From an optimization exercise on the open Yosys and OpenROAD flow, aimed at small area, a short achievable clock period and few clock cycles per item; shortcuts taken in it are not production practice.
The RTL was checked by simulation tests, not by an equivalence proof against the original design.

## flow/design.v (module list and top-level ports; edited modules follow where they fit)
// module fir_1: 1803 lines
// module fir_fa: 4 lines
// module fir_ha: 4 lines
module fir_1(
    input clk,
    input reset_p,
    input [15:0]x,
    input act,
    output reg [15:0]y,
    output ready
    );
  // ...
==> flow/run.sh <==
#!/bin/bash
# synth_recipe.tcl (not shown) runs the flow's synth.tcl, then flattens the netlist and writes it again
# the make line also repeats each setting of config.mk as NAME=value (left out here)
make -C /OpenROAD-flow-scripts/flow DESIGN_CONFIG=/design/flow/config.mk WORK_HOME=/design/flow/orfs CLKGATE_MAP_FILE= SYNTH_SCRIPT=/design/flow/synth_recipe.tcl finish
==> flow/config.mk <==
export PLATFORM = sky130hd
export DESIGN_NAME = fir_1
export DESIGN_NICKNAME = fir_1
export VERILOG_FILES = /design/flow/design.v
export SDC_FILE = /design/flow/constraint.sdc
export NUM_CORES = 4
export LEC_CHECK = 0
export ABC_AREA = 1
export CAP_MARGIN = 20
export CORE_MARGIN = 2
export CORE_UTILIZATION = 40
export SETUP_SLACK_MARGIN = 5
export SLEW_MARGIN = 20
export SYNTH_HIERARCHICAL = 1
export SYNTH_MINIMUM_KEEP_SIZE = 0
==> flow/constraint.sdc <==
create_clock -name core_clock -period 10.0 [get_ports {clk}]
set_input_delay 2.0000 -clock core_clock [delete_from_list [all_inputs] [get_ports {clk}]]
set_output_delay 2.0000 -clock core_clock [all_outputs]
set_load 0.01 [all_outputs]
==> flow_summary.toml, run 1 <==
[outcome]
status = "complete, no violations"

[worst_setup_path]
cpPeakStageDelay_ps = 500
reg2reg_slack_ps = 5170
cp_common_cell = "fa_1"
crit_arrival_ps = 5270
path_class = "flip-flop to flip-flop"
reg2reg_depth = 20

[routing]
wl_met3_um = 2500
highest_layer = "met4"
drt-total-wl_um = 64100

[placed_design]
placed_area_mm2 = 0.0252

[layout]
largest-register = "rs"
multi_input_area_mm2 = 0.0157
clkbuf_count = 55
fillers = 5654
regArea_mm2 = 0.00708
clock_area_frac = 0.0457
postLayoutCoreUtil = 0.453
design.seq.count = 281
layout_common_cells = "nand2_1 (757), fa_1 (449), inv_1 (326)"
buffers = 68
multi_input_gates = 1783

[floorplanning]
ioPinCount = 36

[synth]
synth_cell_types = 38
synth_top_family_by_area = "adder cells"
avgSynthCellArea_um2 = 9.75
ys_top_cells_by_area = "fa_1 (38%), dfrtp_1 (27%), nand2_1 (12%), inv_1 (5.2%), ha_1 (4.1%)"

[sta]
setup_slack_ps = 5170

[cts]
cts_sinks = 281
clkSlewWorstSetupHoldPaths_ps = 60

[min_path]
hold_depth = 2

[global_routing]
grt-ovfl-total = 0
Testbench counts, summed over its fixed seeds: cycles 3,200, items 3,200.
==> run 2: changes to the inputs <==
--- a/flow/config.mk
+++ b/flow/config.mk
@@ -9,6 +9,8 @@
 export CAP_MARGIN = 20
 export CORE_MARGIN = 2
 export CORE_UTILIZATION = 40
+export CTS_CLUSTER_DIAMETER = 80
+export CTS_CLUSTER_SIZE = 30
 export SETUP_SLACK_MARGIN = 5
 export SLEW_MARGIN = 20
 export SYNTH_HIERARCHICAL = 1
==> run 2 against run 1 <==
Effect of this change:
- critical path depth unchanged
- still clean
- register-to-register slack got worse by 30 ps
- highest routed layer unchanged
- synthesized cell count unchanged
- cell count decreased by 0.73%
- global-route usage decreased by 0.22 points
- design area decreased by 1.0%
- synthesized area unchanged
- largest cell class unchanged
- first-iteration DRC count increased by 0.16%
- clock skew increased by 5.7 ps
==> flow_summary.toml, run 2 <==
[placed_design]
dp_hpwl_um = 50600
placed_area_mm2 = 0.0252
gp_congestion = 0.900
dp_slack_ps = 4560
port-buffer-count = 34
post-place-cells = 3223

[worst_setup_path]
r2r_start = "p1[7]"
crit_arrival_ps = 5300
reg2reg_depth = 20
cp_max_fo = 5
cp-startpoint = "p1[7]"
path_class = "flip-flop to flip-flop"
end_kind = "flip-flop"
start_kind = "flip-flop"
cp.required_ps = 10440

[sta]
fin_crit_ps = 4860
fmax_mhz = 206
setup_viol = 0
fin_setup_tns_ps = 0
relSlewSlack = 0.321
rsz0062_at_grt = "true"
setup_slack_ps = 5140
whs_ps = 475
slew_viol_final = 0
hold_viol = 0
worst_clock_skew_ps = 22.0
period_share = 0.486
tightest_slew_ps = 1020

[routing]
drt-total-wl_um = 63800
ant_nets = 0
drt_iter0_markers = 1262
drcViolationCount = 0
num_vias = 16421
routed_via_density = 5.00
dr.pass1.iters = 5
wl_per_cell_um = 19.4

[layout]
largest_reg_flops = 30
layout_common_cells = "nand2_1 (751), fa_1 (449), inv_1 (325)"
postLayoutCoreUtil = 0.449
largest-register = "rs"
final_cells = 3284
reg_top3 = "rs: 30 flops, rc: 23 flops"
drive_gt1_frac = 0.0817
design_area_mm2 = 0.0266
fillers = 5667
fin_nets = 3046
layout_commonest_cell = "nand2_1"
area_delta_synth_final_pct = 10.5

[synth]
synth-async-reset-ratio = 1.00
synth_top_area_share = 0.378
syn_nets = 3016
avgSynthCellArea_um2 = 9.75
yosysTopAreaCell = "fa_1"
synthCells = 2465
synth-edff-count = 0
ys.warnings.count = 7
synth_flop_cell = "dfrtp_1"
synth_cell_types = 38
yosysSeqAreaShare = 0.294
synth-seq-cells = 281
synth.most_common_cell = "nand2_1"
synth_common_cells = "nand2_1 (772), fa_1 (454), inv_1 (331)"
ys_top_cells_by_area = "fa_1 (38%), dfrtp_1 (27%), nand2_1 (12%), inv_1 (5.2%), ha_1 (4.1%)"
syn_area_mm2 = 0.0240

[floorplanning]
initial_core_util = 0.406
die_area_mm2 = 0.0621
die_w_um = 249
core-area_mm2 = 0.0592
rows = 89
chipHeight_um = 249
ioPinCount = 36

[cts]
cts_tree = "yes"
cts_sinks = 281
clock_path_buffers = 3
clkSlewWorstSetupHoldPaths_ps = 70
cts_made_buffers = 23
h-tree-depth = 1
insertion_delay_ps = 560
cts_root_buffer = "clkbuf_16"
postCtsHoldBufs = 0

[min_path]
hold_class = "flip-flop to flip-flop"
min-delay-start = "rs[16]"
hold_depth = 2

[global_routing]
antenna_found_initial = 1
grt_pass1_vias = 17615
grt_pass1_wl_um = 101000
grt-ovfl-total = 0
grt_util_all_layers = 0.212
grt_start_max_net_pins = 171

[outcome]
status = "complete, no violations"

[run]
cap_viol_max_count = 0
## run 2: what timing repair did
item	in CTS	in global routing
buffers inserted	8	12
setup endpoints to repair	16	26
gates resized for setup	14	84
pin swaps	0	17
## run 2: area by class of cell
cell class	instances	area, um2	share of cell area
Tap cell	773	967	0.0364
Clock buffer	25	593	0.0223
Clock inverter	15	264	0.00994
Antenna cell	1	2.50	0.0000942
Timing Repair Buffer	70	643	0.0242
Inverter	336	1270	0.0479
Sequential cell	281	7080	0.266
Multi-Input combinational cell	1783	15800	0.593
## run 2: worst paths after layout
check,to,slack [ps]
worst max-delay path,y[14],5140
worst min-delay path,rs[16],470
worst max register to register,y[14],5140
worst min register to register,rs[16],470
max in group asynchronous,h3[10],6560
min in group asynchronous,h0[5],1970
## run 2: cells by family after synthesis
logic type	synth area share
adder cells (fa/ha/maj)	0.419
flip-flops	0.294
AND/OR/NAND/NOR	0.164
other	0.000156
XOR/XNOR	0.00255
buffers and inverters	0.0649
AO/OA/AOI/OAI	0.0564
## run 2: critical path, cell delays in order, from the launching register on
cell	delay (ps)
dfrtp_2	460
buf_4	170
fa_1	480
fa_1	400
fa_1	490
inv_1	50
fa_1	460
fa_1	510
inv_1	50
fa_1	470
inv_1	60
ha_4	310
nand2_4	80
nor2_2	170
nand2_1	130
nor2_2	170
nand2_4	70
nand2_2	60
inv_1	40
nand3_1	60
nand2_1	70
## run 2: per-module statistics from Yosys (local to each module, per instance)
module,cell area [um2],flops+latches,cells
fir_ha,12.5,0,1
fir_fa,20.0,0,1
fir_1,14800,281,1994
## run 2: layer usage
| layer | GRT usage | wire, um | vias to the layer above |
|---|---|---|---|
| li1 | - | - | 7593 |
| met1 | 0.291 | 28700 | 8387 |
| met2 | 0.358 | 30800 | 347 |
| met3 | 0.0242 | 2440 | 94 |
| met4 | 0.0547 | 1880 | 0 |
| met5 | 0 | 0 | - |
==> run 3: changes to the inputs <==
--- a/flow/config.mk
+++ b/flow/config.mk
@@ -9,8 +9,9 @@
 export CAP_MARGIN = 20
 export CORE_MARGIN = 2
 export CORE_UTILIZATION = 40
-export CTS_CLUSTER_DIAMETER = 80
-export CTS_CLUSTER_SIZE = 30
+export CTS_BUF_LIST = sky130_fd_sc_hd__clkbuf_16
+export CTS_CLUSTER_DIAMETER = 100
+export CTS_CLUSTER_SIZE = 20
 export SETUP_SLACK_MARGIN = 5
 export SLEW_MARGIN = 20
 export SYNTH_HIERARCHICAL = 1
==> run 3 against run 2 <==
Effect of this change:
- clock skew up 1.6 ps
- core utilization down 0.41 points
- wire length up 0.15%
- design area down 0.92%
- still clean on timing, DRC and antenna
- register-to-register slack about the same
- global-route usage up 0.063 points
==> flow_summary.toml, run 3 <==
[worst_setup_path]
path_cells = "fa_1, fa_1, fa_1, fa_1, fa_1, fa_1, fa_1, fa_1, nand2_1, o21ai_0"
path_class = "flip-flop to flip-flop"
crit_arrival_ps = 5260
reg2reg_depth = 10
r2r_start = "h3[8]"
worstReg2RegEnd = "rc[21]"
slowest_stage = "dfrtp_1"
cp.required_ps = 10400
reg2reg_slack_ps = 5140
end_kind = "flip-flop"
cp_common_cell = "fa_1"
critical-path-top-delay-family = "adder cells"
start_kind = "flip-flop"
cp_max_fo = 9
cp_num_buf_inv = 0
cpPeakStageDelay_ps = 900

[synth]
ys.warnings.count = 7
yosysSeqAreaShare = 0.294
syn_area_mm2 = 0.0240
synthCells = 2465
synth-seq-cells = 281
yosysTopAreaCell = "fa_1"
synth_top_area_share = 0.378
synth-edff-count = 0
syn_nets = 3016
synth-async-reset-ratio = 1.00
synth_flop_cell = "dfrtp_1"
synth_common_cells = "nand2_1 (772), fa_1 (454), inv_1 (331)"
synth.most_common_cell = "nand2_1"
avgSynthCellArea_um2 = 9.75
ys_top_cells_by_area = "fa_1 (38%), dfrtp_1 (27%), nand2_1 (12%), inv_1 (5.2%), ha_1 (4.1%)"
synth_cell_types = 38

[sta]
fin_crit_ps = 4860
setup_slack_ps = 5140
rsz0062_at_grt = "true"
slew_viol_final = 0
period_share = 0.486
relSlewSlack = 0.320
fmax_mhz = 206
worst_clock_skew_ps = 23.5
tightest_slew_ps = 1020
setup_viol = 0
hold_viol = 0
fin_setup_tns_ps = 0

[floorplanning]
die_area_mm2 = 0.0621
ioPinCount = 36
rows = 89
core-area_mm2 = 0.0592
die_w_um = 249
chipHeight_um = 249
initial_core_util = 0.406

[placed_design]
gp_congestion = 0.900
dp_hpwl_um = 50600
dp_slack_ps = 4560
port-buffer-count = 34

[layout]
layout_commonest_cell = "nand2_1"
drive_gt1_frac = 0.0749
fin_nets = 3041
layout_common_cells = "nand2_1 (752), fa_1 (450), inv_1 (326)"
reg_top3 = "rs: 30 flops, rc: 23 flops"
area_delta_synth_final_pct = 9.51
largest-register = "rs"
largest_reg_flops = 30

[cts]
cts_tree = "yes"
clock_path_buffers = 3
cts_root_buffer = "clkbuf_16"
cts_sinks = 281
clkSlewWorstSetupHoldPaths_ps = 80
h-tree-depth = 1
cts_made_buffers = 21
insertion_delay_ps = 560
postCtsHoldBufs = 0

[global_routing]
grt_start_max_net_pins = 171
globalRouteMet3Util = 0.0247
grt_use_met2 = 0.360
antenna_found_initial = 1
grt-ovfl-total = 0
grt_pass1_wl_um = 102000
grt_pass1_vias = 17585
grt_busiest_layer = "met2"
grt_util_all_layers = 0.212
use_met1 = 0.292

[min_path]
hold_depth = 2
min_to = "rs[16]"
hold_class = "flip-flop to flip-flop"
min-delay-start = "rs[16]"

[routing]
ant_nets = 0
dr.pass1.iters = 6
drcViolationCount = 0
num_vias = 16433
wl_per_cell_um = 19.5
drt-total-wl_um = 63900
routed_via_density = 5.02
drt_iter0_markers = 1324

[outcome]
status = "complete, no violations"

[run]
cap_viol_max_count = 0
run 3: cell counts after synthesis:
Identical to the previous run, type by type.
run 3: kinds of logic after synthesis:
kind of cell               Yosys count  share of synthesized area
DFF                                281                      0.294
xor gates and xnor gates             7                    0.00255
adders and majority gates          532                      0.419
other                                1                   0.000156
buffers and inverters              401                     0.0649
and+or+nand+nor                    982                      0.164
AOI/OAI and AO/OA                  261                     0.0564
run 3: cell type report:
cell class	count	area (um2)
Antenna cell	1	2.50
Clock inverter	10	105
Sequential cell	281	7080
Multi-Input combinational cell	1783	15700
Fill cell	5683	32900
Tap cell	773	967
Inverter	336	1270
Clock buffer	21	526
Timing Repair Buffer	67	649
run 3: metrics by stage:
stage	hold slack, ps	util	area, um2	std cells
5_1_grt	496	0.444	26300	3272
2_1_floorplan	442	-	24000	2465
4_1_cts	474	0.438	26000	3266
6_report	474	0.444	26300	3272
3_3_place_gp	455	0.425	25200	3223
3_5_place_dp	462	0.425	25200	3223
run 3: what timing repair did:
item	CTS	global route
resized for setup	13	78
setup endpoints to repair	16	26
pin swaps	0	21
setup buffers	12	5
run 3: worst max-delay path by stage:
stage	cells past startpoint	endpoint	slack, ps	startpoint
5_1_grt	20	y[14]	4930	p1[7]
3_3_place_gp	15	y[14]	4590	x[9]
6_report	10	rc[21]	5140	h3[8]
2_1_floorplan	1	h0[0]	4300	reset_p
3_5_place_dp	15	y[15]	4560	x[11]
4_1_cts	22	y[14]	5000	p1[6]
run 3: layer usage:
layer | share of wire | vias to the layer above
met5 | 0 | -
met2 | 0.48 | 343
li1 | - | 7578
met1 | 0.45 | 8421
met4 | 0.026 | 0
met3 | 0.039 | 91
run 3: worst min-delay path, cell delays in order, from the launching register on:
cell and delay (ps):
dfstp_2 380, nand2_1 60, nand2_1 40
run 3: per-module statistics from Yosys (local to each module, per instance):
| module | copies in the design | cells inside | area, um2 |
|---|---|---|---|
| fir_1 | 1 | 1994 | 14800 |
| fir_fa | 452 | 1 | 20.0 |
| fir_ha | 19 | 1 | 12.5 |
==> run 4: changes to the inputs <==
--- a/flow/config.mk
+++ b/flow/config.mk
@@ -10,8 +10,8 @@
 export CORE_MARGIN = 2
 export CORE_UTILIZATION = 40
 export CTS_BUF_LIST = sky130_fd_sc_hd__clkbuf_16
-export CTS_CLUSTER_DIAMETER = 100
-export CTS_CLUSTER_SIZE = 20
+export CTS_CLUSTER_DIAMETER = 120
+export CTS_CLUSTER_SIZE = 26
 export SETUP_SLACK_MARGIN = 5
 export SLEW_MARGIN = 20
 export SYNTH_HIERARCHICAL = 1
==> run 4 against run 3 <==
Effect of this change:
- count of clock-buffer cells in the layout shrank 4
- still clean on timing, DRC and antenna
- flip-flop and latch count did not move
- sequential share of layout area is 0.15 points higher
- synthesized area is the same
- setup slack got worse by 10 ps
- wire length is 0.13% lower
- critical path depth increased by 10
- register-to-register slack is essentially flat
- largest cell class unchanged
- design area fell by 0.54%
==> flow_summary.toml, run 4 <==
[outcome]
status = "complete, no violations"

[worst_setup_path]
slowest_stage = "dfrtp_2"
cp_common_cell = "fa_1"
cp.required_ps = 10440
cp.depth = 20
reg2reg_depth = 20
critical-path-top-delay-family = "adder cells"
start_kind = "flip-flop"
cp_num_buf_inv = 4
end_kind = "flip-flop"
cp_max_fo = 5
crit_arrival_ps = 5310
path_class = "flip-flop to flip-flop"
cpPeakStageDelay_ps = 520
path_cells = "buf_6, fa_1, fa_1, inv_1, fa_1, fa_1, inv_1, fa_1, fa_1, inv_1, ha_4, nand2_4, nor2_4, and2_4, and2_4, nand2_2, nand2_2, nand2_1, nand3_1, nand2_1"

[min_path]
hold_depth = 2
hold_class = "flip-flop to flip-flop"

[sta]
relSlewSlack = 0.348
fin_setup_tns_ps = 0
fmax_mhz = 205
setup_slack_ps = 5130
whs_ps = 477
tightest_slew_ps = 979
fin_crit_ps = 4870
slew_viol_final = 0
hold_viol = 0
period_share = 0.487
worst_clock_skew_ps = 27.6
rsz0062_at_grt = "true"
setup_viol = 0

[global_routing]
grt_start_max_net_pins = 171
grt_pass1_vias = 17446
grt_pass1_wl_um = 101000
antenna_found_initial = 1
grt-ovfl-total = 0
grt_util_all_layers = 0.212

[run]
cap_viol_max_count = 0

[routing]
drcViolationCount = 0
wl_per_cell_um = 19.6
drt-total-wl_um = 63800
num_vias = 16345
routed_via_density = 5.01
drt_iter0_markers = 1230
ant_nets = 0
dr.pass1.iters = 5

[layout]
reg_top3 = "rs: 30 flops, rc: 23 flops"
multi_input_area_mm2 = 0.0158
largest-register = "rs"
largest_reg_flops = 30
regArea_mm2 = 0.00708
fillers = 5723
postLayoutCoreUtil = 0.442
fin_nets = 3035
layout_common_cells = "nand2_1 (747), fa_1 (451), inv_1 (328)"
area_delta_synth_final_pct = 8.93
layout_commonest_cell = "nand2_1"
drive_gt1_frac = 0.0731

[placed_design]
gp_congestion = 0.900
port-buffer-count = 34
dp_slack_ps = 4560
dp_hpwl_um = 50600

[synth]
yosysSeqAreaShare = 0.294
synth.most_common_cell = "nand2_1"
yosysTopAreaCell = "fa_1"
avgSynthCellArea_um2 = 9.75
synth_top_area_share = 0.378
synth_flop_cell = "dfrtp_1"
synth_cell_types = 38
ys_top_cells_by_area = "fa_1 (38%), dfrtp_1 (27%), nand2_1 (12%), inv_1 (5.2%), ha_1 (4.1%)"
ys.warnings.count = 7
syn_area_mm2 = 0.0240
synth_common_cells = "nand2_1 (772), fa_1 (454), inv_1 (331)"
synth-edff-count = 0
synthCells = 2465
synth-async-reset-ratio = 1.00
synth-seq-cells = 281
syn_nets = 3016

[cts]
cts_root_buffer = "clkbuf_16"
cts_tree = "yes"
cts_made_buffers = 16
postCtsHoldBufs = 0
clock_path_buffers = 3
cts_sinks = 281
h-tree-depth = 1
clkSlewWorstSetupHoldPaths_ps = 110
insertion_delay_ps = 550

[floorplanning]
initial_core_util = 0.406
die_area_mm2 = 0.0621
chipHeight_um = 249
ioPinCount = 36
rows = 89
core-area_mm2 = 0.0592
die_w_um = 249
[run 4: cell counts after synthesis]
No cell type changed its count.
[run 4: cell families after synthesis]
kind of cell / Yosys count / synth area share
xor gates and xnor gates: 7 / 0.00255
and+or+nand+nor: 982 / 0.164
buffers and inverters: 401 / 0.0649
other: 1 / 0.000156
adders and majority gates: 532 / 0.419
DFF: 281 / 0.294
AOI/OAI and AO/OA: 261 / 0.0564
[run 4: stage by stage]
| stage | std cells | instance area [um2] |
|---|---|---|
| final | 3263 | 26200 |
| after global routing | 3263 | 26200 |
| after CTS | 3250 | 25800 |
| after detailed placement | 3223 | 25200 |
| after global placement | 3223 | 25200 |
| after floorplan | 2465 | 24000 |
[run 4: path summary, 6_finish.rpt]
check | startpoint | end | slack, ps
setup / recovery | p1[6] | y[13] | 5130
setup reg to reg | p1[6] | y[13] | 5130
min in group asynchronous | reset_p | h0[5] | 2010
max in group asynchronous | reset_p | h3[9] | 6550
hold / removal | rs[29] | rs[29] | 480
hold reg to reg | rs[29] | rs[29] | 480
[run 4: per-module statistics from Yosys, one instance, submodules excluded]
module	flops+latches	cell area, um2
fir_ha	0	12.5
fir_fa	0	20.0
fir_1	281	14800
[run 4: per-layer routing]
metal | track usage | wire [um] | up-vias
met5 | 0 | 0 | -
met4 | 0.0542 | 1930 | 0
met3 | 0.0242 | 2560 | 87
met2 | 0.359 | 30600 | 371
met1 | 0.290 | 28800 | 8337
li1 | - | - | 7550
[run 4: final cells by class]
class / count / area share
Antenna cell: 1 / 0.0000956
Clock buffer: 17 / 0.0162
Clock inverter: 6 / 0.00291
Inverter: 336 / 0.0486
Multi-Input combinational cell: 1783 / 0.602
Sequential cell: 281 / 0.270
Tap cell: 773 / 0.0369
Timing Repair Buffer: 66 / 0.0231
[run 4: timing repair]
item,in CTS,in global routing
pin swaps,0,20
setup endpoints to repair,16,26
setup buffers,4,12
gates resized for setup,15,84
[run 4: tightest hold or removal path, stage by stage (launching register included)]
cell and delay, ps:
dfstp_2 390, nand2_1 60, nand2_1 40
==> run 5: changes to the inputs <==
--- a/flow/config.mk
+++ b/flow/config.mk
@@ -10,8 +10,8 @@
 export CORE_MARGIN = 2
 export CORE_UTILIZATION = 40
 export CTS_BUF_LIST = sky130_fd_sc_hd__clkbuf_16
-export CTS_CLUSTER_DIAMETER = 120
-export CTS_CLUSTER_SIZE = 26
+export CTS_CLUSTER_DIAMETER = 150
+export CTS_CLUSTER_SIZE = 20
 export SETUP_SLACK_MARGIN = 5
 export SLEW_MARGIN = 20
 export SYNTH_HIERARCHICAL = 1
==> run 5 against run 4 <==
Effect of this change:
- still clean
- global-route usage about the same
- die area did not move
- synthesized cell count is the same
- core utilization about the same
- cell count up 0.31%
- critical endpoint is now rc[21]
- highest routed layer unchanged
==> flow_summary.toml, run 5 <==
[outcome]
status = "complete, no violations"

[layout]
largest_reg_flops = 30
postLayoutCoreUtil = 0.442
area_delta_synth_final_pct = 8.87
drive_gt1_frac = 0.0668
layout_commonest_cell = "nand2_1"
largest-register = "rs"
fin_nets = 3038
reg_top3 = "rs: 30 flops, rc: 23 flops"
layout_common_cells = "nand2_1 (759), fa_1 (450), inv_1 (336)"

[placed_design]
dp_hpwl_um = 50600
gp_congestion = 0.900
port-buffer-count = 34

[global_routing]
grt-ovfl-total = 0
grt_pass1_vias = 17511
grt_start_max_net_pins = 171
grt_pass1_wl_um = 101000
antenna_found_initial = 1
grt_util_all_layers = 0.212

[floorplanning]
die_area_mm2 = 0.0621
ioPinCount = 36
rows = 89
die_w_um = 249
chipHeight_um = 249
initial_core_util = 0.406
core-area_mm2 = 0.0592

[synth]
synth_common_cells = "nand2_1 (772), fa_1 (454), inv_1 (331)"
yosysTopAreaCell = "fa_1"
synthCells = 2465
synth-seq-cells = 281
synth-edff-count = 0
syn_nets = 3016
synth-async-reset-ratio = 1.00
yosysSeqAreaShare = 0.294
synth_top_area_share = 0.378
synth_cell_types = 38
synth.most_common_cell = "nand2_1"
syn_area_mm2 = 0.0240
ys.warnings.count = 7
avgSynthCellArea_um2 = 9.75
ys_top_cells_by_area = "fa_1 (38%), dfrtp_1 (27%), nand2_1 (12%), inv_1 (5.2%), ha_1 (4.1%)"
synth_flop_cell = "dfrtp_1"

[sta]
slew_viol_final = 0
fin_setup_tns_ps = 0
fmax_mhz = 206
worst_clock_skew_ps = 41.2
tightest_slew_ps = 995
setup_viol = 0
hold_viol = 0
rsz0062_at_grt = "true"
period_share = 0.485
relSlewSlack = 0.336
fin_crit_ps = 4850

[worst_setup_path]
cp_common_cell = "fa_1"
path_cells = "fa_1, fa_1, fa_1, fa_1, fa_1, fa_1, fa_1, fa_1, nand2_1, o21ai_0"
cpPeakStageDelay_ps = 890
slowest_stage = "dfrtp_1"
crit_arrival_ps = 5240
cp.required_ps = 10390
start_kind = "flip-flop"
cp_max_fo = 9
reg2reg_slack_ps = 5150
end_kind = "flip-flop"
path_class = "flip-flop to flip-flop"

[routing]
routed_via_density = 5.03
drcViolationCount = 0
ant_nets = 0
dr.pass1.iters = 7
drt-total-wl_um = 64000
wl_per_cell_um = 19.5
drt_iter0_markers = 1347
num_vias = 16469

[cts]
cts_tree = "yes"
clock_path_buffers = 3
cts_made_buffers = 18
h-tree-depth = 1
clkSlewWorstSetupHoldPaths_ps = 90
insertion_delay_ps = 560
cts_root_buffer = "clkbuf_16"
postCtsHoldBufs = 0
cts_sinks = 281

[min_path]
hold_class = "flip-flop to flip-flop"

[run]
cap_viol_max_count = 0
-- run 5: what timing repair did --
action,CTS,global route
resized for setup,14,59
cloned,0,0
pin swaps,0,19
setup endpoints to repair,15,25
setup buffers,10,7
-- run 5: path summary, 6_finish.rpt --
path                               end  startpoint  depth (start not counted)
max in group asynchronous        h3[9]     reset_p                          4
worst min-delay path            rc[22]      rc[22]                          2
worst max-delay path            rc[21]       h3[8]                         10
worst max register to register  rc[21]       h3[8]                         10
min in group asynchronous        h0[5]     reset_p                          3
worst min register to register  rc[22]      rc[22]                          2
-- run 5: Yosys stat by module, one instance, submodules excluded --
module / cells / flip-flops and latches
fir_ha: 1 / 0
fir_fa: 1 / 0
fir_1: 1994 / 281
-- run 5: metal layers --
layer	wire length, um	part of all wire	GRT usage	vias to the layer above
li1	-	-	-	7567
met3	2380	0.037	0.0213	97
met4	2010	0.031	0.0597	0
met5	0	0	0	-
met2	30700	0.48	0.358	376
met1	28900	0.45	0.291	8429
-- run 5: kinds of logic after synthesis --
family / share of synthesized area
other cells: 0.000156
xor+xnor: 0.00255
buf+inv: 0.0649
compound gates: 0.0564
simple gates: 0.164
fa+ha+maj: 0.419
flops: 0.294
-- run 5: critical path: cells and delay by family (launching register included) --
| family | cells | cell delay (ps) |
|---|---|---|
| compound gates | 1 | 100 |
| fa+ha+maj | 8 | 3610 |
| flops | 1 | 890 |
| simple gates | 1 | 90 |
-- run 5: area by class of cell --
type / count / area (um2)
antenna: 1 / 2.50
clock inverter: 13 / 85.1
fill: 5718 / 33100
tap: 773 / 967
inverter: 336 / 1270
sequential: 281 / 7080
timing repair buffer: 67 / 621
multi-input combinational: 1783 / 15700
clock buffer: 19 / 475
-- run 5: through the flow --
step           instances  setup WS, ps  hold slack [ps]  cell area [um2]
2_1_floorplan       2465          4300              442            24000
3_3_place_gp        3223          4590              455            25200
3_5_place_dp        3223          4560              462            25200
4_1_cts             3265          4990              475            25900
5_1_grt             3273          4950              496            26200
6_report            3273          5150              475            26200
==> run 6: changes to the inputs <==
==> flow/flow/run.sh (new file) <==
#!/bin/bash
set -euo pipefail
bash standard.sh SETUP_SLACK_MARGIN=5.6 finish > standard.log 2>&1
==> flow/standard.sh (new file) <==
#!/bin/bash
# synth_recipe.tcl (not shown) runs the flow's synth.tcl, then flattens the netlist and writes it again
# the make line also repeats each setting of config.mk as NAME=value (left out here)
make -C /OpenROAD-flow-scripts/flow DESIGN_CONFIG=/design/flow/config.mk WORK_HOME=/design/flow/orfs CLKGATE_MAP_FILE= SYNTH_SCRIPT=/design/flow/synth_recipe.tcl "${@:-finish}"
--- a/flow/config.mk
+++ b/flow/config.mk
@@ -12,7 +12,6 @@
 export CTS_BUF_LIST = sky130_fd_sc_hd__clkbuf_16
 export CTS_CLUSTER_DIAMETER = 150
 export CTS_CLUSTER_SIZE = 20
-export SETUP_SLACK_MARGIN = 5
 export SLEW_MARGIN = 20
 export SYNTH_HIERARCHICAL = 1
 export SYNTH_MINIMUM_KEEP_SIZE = 0
removed: flow/run.sh
==> run 6 against run 5 <==
Effect of this change:
- still clean on timing, DRC and antenna
- global-route usage rose by 0.53 points
- flip-flop and latch count did not move
- clock skew rose by 4.3 ps
- wire length rose by 2.1%
- critical path type unchanged
- largest cell class unchanged
==> flow_summary.toml, run 6 <==
[global_routing]
antenna_found_initial = 1
grt_pass1_wl_um = 104000
grt_start_max_net_pins = 174
grt_pass1_vias = 18000
grt-ovfl-total = 0
grt_util_all_layers = 0.217

[outcome]
status = "complete, no violations"

[min_path]
hold_depth = 2
hold_class = "flip-flop to flip-flop"

[cts]
cts_sinks = 281
cts_root_buffer = "clkbuf_16"
insertion_delay_ps = 550
cts_made_buffers = 18
clkSlewWorstSetupHoldPaths_ps = 100
clock_path_buffers = 3
h-tree-depth = 1
cts_tree = "yes"

[synth]
synthMuxAreaShare = 0
synth_flop_cell = "dfrtp_1"
synth-async-reset-ratio = 1.00
ys_top_cells_by_area = "fa_1 (38%), dfrtp_1 (27%), nand2_1 (12%), inv_1 (5.2%), ha_1 (4.1%)"
synthAdderAreaFrac = 0.419
synth_compound_area_frac = 0.0564
synth-edff-count = 0
syn_nets = 3016
synth.most_common_cell = "nand2_1"
synthSimpleGateAreaFrac = 0.164
synth-seq-cells = 281
synth_cell_types = 38
yosysTopAreaCell = "fa_1"
synth_top_family_by_area = "adder cells"
synth_xor_area_frac = 0.00255
syn_area_mm2 = 0.0240
synthCells = 2465
ys.warnings.count = 7
yosysSeqAreaShare = 0.294
avgSynthCellArea_um2 = 9.75
synth_common_cells = "nand2_1 (772), fa_1 (454), inv_1 (331)"
synth_top_area_share = 0.378

[routing]
num_vias = 16817
wl_per_cell_um = 19.5
drt-total-wl_um = 65300
ant_nets = 0
routed_via_density = 5.03
dr.pass1.iters = 5
drt_iter0_markers = 1126
drcViolationCount = 0

[placed_design]
gp_congestion = 0.906
port-buffer-count = 34
dp_hpwl_um = 50400
post-place-cells = 3226

[sta]
fin_crit_ps = 4820
hold_viol = 0
relSlewSlack = 0.311
tightest_slew_ps = 1030
worst_clock_skew_ps = 45.5
rsz0062_at_grt = "true"
fin_setup_tns_ps = 0
whs_ps = 476
fmax_mhz = 208
period_share = 0.482
setup_viol = 0
slew_viol_final = 0

[worst_setup_path]
start_kind = "flip-flop"
end_kind = "flip-flop"
path_class = "flip-flop to flip-flop"
cp_max_fo = 6
reg2reg_depth = 21
reg2reg_slack_ps = 5180
cp.required_ps = 10430
crit_arrival_ps = 5250

[layout]
largest_reg_flops = 30
largest-register = "rs"
fin_nets = 3106
final_cells = 3342
drive_gt1_frac = 0.148
area_delta_synth_final_pct = 13.0
layout_commonest_cell = "nand2_1"
layout_common_cells = "nand2_1 (744), fa_1 (384), inv_1 (324)"
postLayoutCoreUtil = 0.459
reg_top3 = "rs: 30 flops, rc: 23 flops"

[floorplanning]
rows = 89
chipHeight_um = 249
core-area_mm2 = 0.0592
initial_core_util = 0.406
die_area_mm2 = 0.0621
die_w_um = 249
ioPinCount = 36

[run]
cap_viol_max_count = 0
run 6: cell types whose count changed in the layout (fill, tap and decap cells not counted), sizes merged:
cell,change
buf,+68
clkinvlp,+2
inv,-2
bufinv,-1
clkdlybuf4s50,-1
clkinv,+1
diode,+1
dlymetal6s2s,+1
run 6: per-layer routing:
layer  global-route usage  vias to the layer above  wire length [um]
met3               0.0247                      118              3070
met1                0.298                     8541             28900
met4               0.0728                        0              2330
met5                    0                        -                 0
met2                0.359                      439             31000
li1                     -                     7719                 -
run 6: worst max-delay path, stage by stage (launching register included):
cell,delay (ps)
dfrtp_2,510
fa_1,500
fa_2,350
inv_2,60
fa_1,430
fa_2,370
ha_4,280
inv_2,30
fa_1,490
fa_1,510
inv_2,50
ha_4,300
nand2_4,80
nor2_4,120
and2_1,130
nand2_1,70
nand2_2,120
nand2_2,70
nand2_1,60
nand2_1,50
nand3_1,80
nand2_1,70
run 6: cell type report:
| class | instances | area, um2 |
|---|---|---|
| repair buffers | 135 | 1260 |
| clock buffers | 19 | 475 |
| multi-input cells | 1783 | 16000 |
| clock inverters | 13 | 60.1 |
| fillers | 5629 | 32100 |
| well taps | 773 | 967 |
| flip-flops and latches | 281 | 7150 |
| diodes | 2 | 5.00 |
| inverters | 336 | 1280 |
run 6: worst paths after layout:
check / startpoint / to
min in group asynchronous: reset_p / h2[5]
max in group asynchronous: reset_p / h3[10]
worst min-delay path: rs[29] / rs[29]
worst min register to register: rs[29] / rs[29]
worst max register to register: p1[6] / y[7]
worst max-delay path: p1[6] / y[7]
run 6: per-stage QoR:
step                setup slack, ps  area [um2]
floorplan                      4300       24000
global placement               4620       25200
detailed placement             4550       25200
CTS                            5200       26600
global route                   5010       27200
finish                         5180       27200
run 6: Yosys stat by module (local to each module, per instance):
| module | flops+latches | copies in the design | area [um2] | cells inside |
|---|---|---|---|---|
| fir_ha | 0 | 19 | 12.5 | 1 |
| fir_fa | 0 | 452 | 20.0 | 1 |
| fir_1 | 281 | 1 | 14800 | 1994 |
run 6: logic make-up after synthesis:
kind of cell    count (synthesis)
flops                         281
fa+ha+maj                     532
compound gates                261
buf+inv                       401
other cells                     1
xor+xnor                        7
simple gates                  982
run 6: repair_timing:
action / CTS / global route
hold buffers: 0 / 0
pin swaps: 39 / 57
gates resized for setup: 170 / 84
buffers inserted: 42 / 40
endpoints found under the setup margin: 50 / 40

[separate check: timing with driven ports]
The flow's constraints put no driver on any port. The routed layouts listed below were extracted and timed again, unchanged, in two steps.
Step 1 (the two cells are an assumption about what drives the block):
set clk [get_ports {clk}]
set_driving_cell -lib_cell sky130_fd_sc_hd__clkbuf_16 $clk
set_driving_cell -lib_cell sky130_fd_sc_hd__buf_2 [delete_from_list [all_inputs] $clk]
Step 2 adds t to the input delays and takes it off the output delays; t is the mean of the earliest and latest rising clock arrival at the registers after step 1. Input paths then give back, and output paths get back, about the clock's delay inside the block.
a / b / c = ideal / step 1 / step 2; a / b = the first two.
| run | shift t [ns] | setup WS [ns] | worst setup path at the end | worst data-port slew with drivers (ns) |
|---|---|---|---|---|
| run 1 | 0.617 | 5.168 / 5.168 / 4.705 | input to register | 0.12 |
| run 2 | 0.620 | 5.141 / 5.141 / 4.700 | input to register | 0.12 |
| run 3 | 0.609 | 5.138 / 5.138 / 4.705 | input to register | 0.11 |
| run 4 | 0.600 | 5.127 / 5.127 / 4.661 | input to register | 0.12 |
| run 5 | 0.603 | 5.151 / 5.151 / 4.691 | input to register | 0.11 |
| run 6 | 0.589 | 5.185 / 5.185 / 4.686 | input to register | 0.11 |
After both steps setup and hold are still met in every run listed. The setup slack of run 6, which loses most, moves by 0.000 ns with the drivers and by -0.499 ns with both steps.
